This design comes from an exercise in tuning for small area on the open sky130 flow, not from production work.
In this exercise RTL edits were held to simulation tests only and were not proved equivalent to the original.
The clock port is modelled as an ideal driver, which makes a skipped or thinned clock tree look cheaper than it is; a real chip needs a root buffer or a tree.
Power is estimated from default activity; no workload was simulated.

// uart
module uart (
	input clock,             
	input reset,             
	input transmit,          
	input [7:0] dataIn,      
	output txenable,         
	output rxenable,         
	output [7:0] dataOut,    
	output txOutData         
);
Size: roughly 160 cells after synthesis, roughly 22 I/O pins, roughly 1300 sq um of cells after synthesis.
export LEC_CHECK = 0
export CAP_MARGIN = 0
export CORE_MARGIN = 2
export CORE_UTILIZATION = 40
export SLEW_MARGIN = 0
create_clock -name core_clock -period 20.0 [get_ports {clock}]
standard.sh (not shown) runs the stock make flow with config.mk's settings and CLKGATE_MAP_FILE= SYNTH_SCRIPT=/design/flow/synth_recipe.tcl, a recipe that flattens the netlist after the stock synthesis.
==> flow/flow/run.sh <==
#!/bin/bash
# Own layout flow: the standard synthesis, then its combinational logic
# re-mapped for area by ABC (registers untouched), then the standard ORFS
# layout of that netlist with 1x port buffers and a two-buffer clock
# distribution (cts_pre.tcl). Each tool writes its own log here.
set -euo pipefail
W=$PWD
F=$W/flow
bash standard.sh synth > $W/std_synth.log 2>&1
STD=$W/orfs/results/$FLOW_PLATFORM/uart/base/1_2_yosys.v
cp $STD $W/std_netlist.v
export LIBFILE=$FLOW_HOME/platforms/sky130hd/lib/sky130_fd_sc_hd__tt_025C_1v80.lib
export DONT_USE_CELLS="$(make -s -C $FLOW_HOME DESIGN_CONFIG=$W/config.mk print-DONT_USE_CELLS 2>/dev/null | sed -n 's/^DONT_USE_CELLS: //p')"
# several ABC scripts, run side by side; the smallest netlist is kept
export STD_NETLIST=$W/std_netlist.v
mkdir -p $W/resyn
for s in $F/area_*.abc; do
  n=$(basename $s .abc)
  (cd $W/resyn && OUT_NETLIST=$W/resyn/$n.v ABC_SCRIPT=$s STAT_FILE=$W/resyn/$n.stat \
    yosys -c $F/resyn.tcl > $W/resyn_$n.log 2>&1) &
done
wait
best=$(for f in $W/resyn/*.stat; do echo "$(awk '/Chip area/{print $NF}' $f) $f"; done | sort -g | head -1 | cut -d' ' -f2)
for f in $W/resyn/*.stat; do echo "$(awk '/Chip area/{print $NF}' $f) $f"; done | sort -g > $W/resyn_choice.txt
cp ${best%.stat}.v $W/resyn.v
rm -rf $W/orfs
export SYNTH_NETLIST_FILES=$W/resyn.v
export BUFFER_PORTS_ARGS="-buffer_cell sky130_fd_sc_hd__buf_1"
export PRE_CTS_TCL=$F/cts_pre.tcl CLOCK_BUF_CELL=sky130_fd_sc_hd__clkbuf_8 CLOCK_BUF_COUNT=2 CLOCK_PORT_NAME=clock
bash standard.sh > $W/layout.log 2>&1
Other scripts of this flow, unchanged in this note and not shown: flow/flow/area_a7.abc, flow/flow/area_m1.abc, flow/flow/area_m4.abc, flow/flow/area_s1.abc, flow/flow/area_s2.abc, flow/flow/area_s3.abc, flow/flow/area_s4.abc, flow/flow/area_s6.abc, flow/flow/cts_pre.tcl, flow/flow/resyn.tcl
Then changed:
--- a/flow/flow/run.sh
+++ b/flow/flow/run.sh
@@ -4 +4,2 @@
-# layout of that netlist with 1x port buffers and a two-buffer clock
+# layout of that netlist with 1x port buffers (2x on reset, gpl_pre.tcl)
+# and a two-buffer clock
@@ -28 +29 @@
-export BUFFER_PORTS_ARGS="-buffer_cell sky130_fd_sc_hd__buf_1"
+export PRE_GLOBAL_PLACE_TCL=$F/gpl_pre.tcl DONT_BUFFER_PORTS=1 RESET_PORT_NAME=reset GPL_TIMING_DRIVEN=0
==> flow/flow/gpl_pre.tcl (new file) <==
# Port buffers, as the standard flow makes them but with 1x buffers; the
# reset input, which fans out to most of the design, gets a 2x buffer.
buffer_ports -buffer_cell sky130_fd_sc_hd__buf_1
set block [ord::get_db_block]
set bt [$block findBTerm $::env(RESET_PORT_NAME)]
set net [$bt getNet]
foreach iterm [$net getITerms] {
  set inst [$iterm getInst]
  if { [[$inst getMaster] getName] == "sky130_fd_sc_hd__buf_1" } {
    $inst swapMaster [[ord::get_db] findMaster sky130_fd_sc_hd__buf_2]
    puts "reset port buffer [$inst getName] is sky130_fd_sc_hd__buf_2"
  }
}
- CAP_MARGIN: 0 -> 20
- GPL_TIMING_DRIVEN: default -> 0
- SLEW_MARGIN: 0 -> 20
Result:
- final area shrinks slightly
- setup slack got worse by 0.19 ns
- register-to-register slack gets worse by 0.04 ns
- synthesized cell count is unchanged
- fmax drops by a few percent
- power came out higher slightly
- final cell count decreases slightly
- sequential share of layout area came out higher by 0.20 points
In every run of this note, the design's own scripts or RTL, not TritonCTS, make the clock network.

[afterwards: timing with drivers on the ports]
No port has a modelled driver above. Below, the same layouts with a new extraction and two added sets of constraints.
Step 1 assumes that a clkbuf_16 drives the clock port and a buf_2 every other input.
Step 2 also shifts input and output timing later by t, the mid clock arrival at the registers, as if the neighbouring blocks saw the same clock.
Slacks: ideal / step 1 / step 2; pairs: ideal / step 1.
| run | t (ns) | setup slack, ns | slew at the worst register clock pin (ns) | cell pins on the clock port's net |
|---|---|---|---|---|
| the first run | 0.194 | 15.079 / 15.091 / 14.898 | 0.11 / 0.11 | 2 |
| the second run | 0.192 | 14.886 / 14.897 / 14.706 | 0.10 / 0.10 | 2 |
After both steps setup and hold are still met in every run listed. The setup slack of the first run, which loses most, moves by +0.012 ns with the drivers and by -0.181 ns with both steps.
